From an optimization exercise on the open Yosys and OpenROAD flow, aimed at small area, a short achievable clock period and few clock cycles; shortcuts taken in it are not production practice. Where RTL was checked, it was by simulation tests only, not by an equivalence proof against the original.

Setup of JK:
## sha256_v2
module sha256_v2(
    input wire i_clk,
    input wire i_rst,
    input wire i_write,
    input wire [7:0] i_N,
    input wire [8:0] i_bit_miss,
    input wire i_read,
    input wire [31:0] i_data,
    output reg [31:0] o_data,
    output reg o_done
);
    localparam [255:0] IV = {32'h6a09e667, 32'hbb67ae85, 32'h3c6ef372, 32'ha54ff53a,
                             32'h510e527f, 32'h9b05688c, 32'h1f83d9ab, 32'h5be0cd19};
    reg        wr_r;         
    reg        rd_r;         
    reg [7:0]  n_r;          
    reg [8:0]  bm_r;         
    reg [16:0] len_r;        
    reg [6:0]  t;            
    reg        padblk;       
    reg [7:0]  blk;          
    reg        last_r;       
    reg        ro_en;        
    reg [2:0]  rc;           
    reg [31:0] keep_r;       
    reg [31:0] set_r;        
    wire first    = (blk == 8'd0) & ~padblk;
    wire last     = last_r & ~padblk;
    wire need_pad = (bm_r <= 9'd64);
    wire t_lo     = ~t[6] & ~t[5] & ~t[4];           
    wire rnd_en   = t_lo ? (wr_r | padblk) : ~t[6];   
    wire t64      = t[6];
    wire fin      = t64 & (padblk | (last & ~need_pad));
    wire ring_add = t64 | (t[5] & t[4] & t[3] & t[2] & (t[1] | t[0]));  
    wire iv_ld    = (t == 7'd0) & first & ~wr_r;
    wire [6:0] t_nx      = rnd_en ? t + 7'd1 : (t64 ? 7'd0 : t);
    wire       padblk_nx = t64 ? (~fin & (last | padblk)) : padblk;
  ...
For scale: roughly 5400 cells after synthesis, ~86 I/O pins, about 0.063 mm^2 of cells after synthesis.
clock: 20.0 ns
lec_check: 0
cap_margin: 20
core_margin: 2
core_utilization: 40
slew_margin: 20
standard.sh (not shown) runs the stock make flow with config.mk's settings and CLKGATE_MAP_FILE= SYNTH_SCRIPT=/design/flow/synth_recipe.tcl, a recipe that flattens the netlist after the stock synthesis.
==> flow/flow/run.sh <==
#!/bin/bash
# Layout flow: the standard synthesis, then the standard layout with
# the timing repair told to keep a setup margin, so that it closes the design
# at a shorter period than the 20 ns constraint. Each step's full output goes
# to a log file of its own here.
set -euo pipefail
MARGIN=14.8
bash standard.sh synth > synth.log 2>&1
bash standard.sh SETUP_SLACK_MARGIN=$MARGIN finish > layout.log 2>&1
JK: PASS, flow complete, no timing, DRC or antenna violations
### JK -> MS
- setting ABC_CLOCK_PERIOD_IN_PS to 4000 for the first time
Any difference in cell row count between JK and MS is small enough to ignore. As far as number of buffers inserted to repair setup after CTS is concerned, MS and JK perform about the same. JK -> MS: flop and latch count out of synthesis delta 0, exact match. Between JK and MS, the difference in complex-gate fraction of the synthesized area is negligible. JK -> MS: post-synthesis instance area delta 0, exact match. From JK to MS, count of distinct cell types in the synthesized netlist did not move at all. Comparing MS against JK, there is no change at all in hold slack. Between JK and MS, the global routing met2 resource utilization does not differ in any meaningful way.
No functional check of the RTL was part of any run of this note.

---

## run A
sha256_v2, a different RTL version from the one above (not shown whole).
Size: about 5600 cells after synthesis, about 1200 flip-flops, about 62000 sq um of cells after synthesis.
Design sha256_v2, start of the top module:
module sha256_v2(
    input wire i_clk,
    input wire i_rst,
    input wire i_write,
    input wire [7:0] i_N,
    input wire [8:0] i_bit_miss,
    input wire i_read,
    input wire [31:0] i_data,
    output reg [31:0] o_data,
    output reg o_done
);
export LEC_CHECK = 0
export CAP_MARGIN = 20
export CORE_MARGIN = 2
export CORE_UTILIZATION = 60
export CTS_CLUSTER_DIAMETER = 100
export CTS_CLUSTER_SIZE = 20
export SLEW_MARGIN = 20
create_clock -name core_clock -period 20.0 [get_ports {i_clk}]
==> flow/flow/run.sh <==
#!/bin/bash
# Layout flow: the standard synthesis, then the standard layout with
# the timing repair told to keep a setup margin, so that it closes the design
# at a shorter period than the 20 ns constraint, and with the ports buffered
# by plain buffers (which the repair may then resize). Each step's full
# output goes to a log file of its own here.
set -euo pipefail
MARGIN=14.9
bash standard.sh synth > synth.log 2>&1
bash standard.sh SETUP_SLACK_MARGIN=$MARGIN "BUFFER_PORTS_ARGS=-buffer_cell sky130_fd_sc_hd__buf_2" finish > layout.log 2>&1
Run A completed every stage of the flow, and the final layout passed the timing, DRC and antenna checks.
Testbench counts of run A, summed over its fixed seeds: cycles 12,948.
### run A -> run B
Settings: putting ABC_AREA at 1 where nothing was set.
-- flow/flow/run.sh --
<<< run A, line 10
bash standard.sh SETUP_SLACK_MARGIN=$MARGIN "BUFFER_PORTS_ARGS=-buffer_cell sky130_fd_sc_hd__buf_2" finish > layout.log 2>&1
>>> run B, line 10
bash standard.sh SETUP_SLACK_MARGIN=$MARGIN MATCH_CELL_FOOTPRINT=0 TNS_END_PERCENT=50 "BUFFER_PORTS_ARGS=-buffer_cell sky130_fd_sc_hd__buf_2" "CTS_ARGS=-sink_clustering_enable -repair_clock_nets -sink_clustering_size 20 -sink_clustering_max_diameter 100 -dont_use_dummy_load" finish > layout.log 2>&1
==> results.txt <==
Cmp run B vs run A: number of post-CTS setup repair buffers lower in run B. Taking run A as the reference, in run B maximum clock skew at final layout rose by 22 ps; die outline width has increased; cell count grew by 743.
The inputs of run C differ from those of run B as listed below.
-- flow/flow/run.sh --
<<< run B, line 10
bash standard.sh SETUP_SLACK_MARGIN=$MARGIN MATCH_CELL_FOOTPRINT=0 TNS_END_PERCENT=50 "BUFFER_PORTS_ARGS=-buffer_cell sky130_fd_sc_hd__buf_2" "CTS_ARGS=-sink_clustering_enable -repair_clock_nets -sink_clustering_size 20 -sink_clustering_max_diameter 100 -dont_use_dummy_load" finish > layout.log 2>&1
>>> run C, line 10
bash standard.sh SETUP_SLACK_MARGIN=$MARGIN "BUFFER_PORTS_ARGS=-buffer_cell sky130_fd_sc_hd__buf_2" finish > layout.log 2>&1
## What came out
- All of run C and run B finish clean.
- Compared run C vs run B, and shortest period the worst path allows is up in run C.
- Run C vs run B — routed wire length on met3 dropped 880 microns.
- Cmp run C vs run B: depth of the most critical reg-to-reg path lower in run C
- First-iteration DRC count, run C vs run B: down by a few percent
- Compared with run B, run C shows final routed wirelength across all metal layers that has gone down by a few percent.
- Detailed route, run C vs run B: via total lower for run C
What run D does differently from run C at the input level:
Settings: swapping 60 for 55 in CORE_UTILIZATION; clearing ABC_AREA, which used to be 1.
[summary]
From run C to run D the numbers moved as follows: multi-input combinational area share shows an increase of 2.6 points, via count shows a reduction of 2862, routed wire length shows no meaningful change. A endpoint of the worst setup timing path of o_data[20] is what run C shows, while o_data[5] belongs to run D. Re cell count: run C and run D aren't equal, and the lower value belongs to run D.
The inputs of run E differ from those of run D as listed below.
Settings: swapping 55 for 60 in CORE_UTILIZATION; putting ABC_AREA at 1 where nothing was set.
==> flow/flow/run.sh <==
#!/bin/bash
# Layout flow: the standard synthesis, then the standard layout with
# the timing repair told to keep a setup margin, so that it closes the design
# at a shorter period than the 20 ns constraint, and with the ports buffered
# by plain buffers (which the repair may then resize); the flip-flops that
# drive output ports are placed next to the ports' buffers. Each step's full
# output goes to a log file of its own here. The repair after global routing
# keeps a larger margin, for what detailed routing adds.
set -euo pipefail
MARGIN=14.9
GRT_MARGIN=15.1
bash standard.sh synth > synth.log 2>&1
ARGS=("MATCH_CELL_FOOTPRINT=0" "BUFFER_PORTS_ARGS=-buffer_cell sky130_fd_sc_hd__buf_2" "POST_GLOBAL_PLACE_TCL=$PWD/flow/place_io_flops.tcl" "CTS_ARGS=-sink_clustering_enable -repair_clock_nets -sink_clustering_size 20 -sink_clustering_max_diameter 100 -dont_use_dummy_load")
bash standard.sh SETUP_SLACK_MARGIN=$MARGIN "${ARGS[@]}" cts > layout.log 2>&1
bash standard.sh SETUP_SLACK_MARGIN=$GRT_MARGIN "${ARGS[@]}" finish > layout2.log 2>&1
==> flow/flow/place_io_flops.tcl (new file) <==
# After global placement: put each flip-flop that drives an output port's
# buffer next to that buffer, so the flop-to-port path has a short wire.
# Detailed placement legalizes the moved cells afterwards.
set block [ord::get_db_block]
set moved 0
foreach bterm [$block getBTerms] {
  if {[$bterm getIoType] ne "OUTPUT"} { continue }
  set net [$bterm getNet]
  if {$net eq "NULL"} { continue }
  set buf ""
  foreach it [$net getITerms] {
    if {[$it isOutputSignal]} { set buf [$it getInst] }
  }
  if {$buf eq ""} { continue }
  set ff ""
  foreach it [$buf getITerms] {
    if {![$it isInputSignal]} { continue }
    set n2 [$it getNet]
    if {$n2 eq "NULL"} { continue }
    foreach jt [$n2 getITerms] {
      if {[$jt isOutputSignal] && [[[$jt getInst] getMaster] isSequential]} { set ff [$jt getInst] }
    }
  }
  if {$ff eq ""} { continue }
  set loc [$buf getLocation]
  $ff setLocation [lindex $loc 0] [lindex $loc 1]
  incr moved
}
puts "place_io_flops: moved $moved flip-flops next to their output buffers"
Notes after the runs:
Delta(first-pass GRT wire length, run E - run D) > 0
In the reports for run E and run D, the larger sequential share of cell area belongs to run E.
The run showing the greater worst-case setup margin in the final layout is run E.
Cell count after synthesis ended up 14% higher on run E than on run D.

## static timing again, ports no longer ideal
No port has a modelled driver above. Below, the same layouts with a new extraction and two added sets of constraints. Step 1 sets driving cells, clkbuf_16 on the clock port and buf_2 on the other inputs (assumed; they add their load-dependent delay and slew). Step 2 adds t to the input delays and takes it off the output delays; t is the mean of the earliest and latest rising clock arrival at the registers after step 1. Input paths then give back, and output paths get back, about the clock's delay inside the block. Slacks: ideal ports / drivers / drivers and shift; pairs: ideal ports / drivers.
| run | t, ns | setup slack, ns | worst setup path at the end | clock arrival spread, ns |
|---|---|---|---|---|
| JK | 0.847 | 14.555 / 14.555 / 13.873 | input to register | 0.044 / 0.045 |
| MS | 0.847 | 14.555 / 14.555 / 13.873 | input to register | 0.044 / 0.045 |
| run A | 0.756 | 14.820 / 14.741 / 14.220 | input to register | 0.051 / 0.051 |
| run B | 0.731 | 14.864 / 14.783 / 14.245 | input to register | 0.073 / 0.074 |
| run C | 0.779 | 14.787 / 14.710 / 14.353 | input to register | 0.051 / 0.052 |
| run D | 0.758 | 14.798 / 14.716 / 14.118 | input to register | 0.060 / 0.059 |
| run E | 0.732 | 14.869 / 14.788 / 14.481 | input to register | 0.069 / 0.069 |
After both steps every run listed still meets setup and hold.
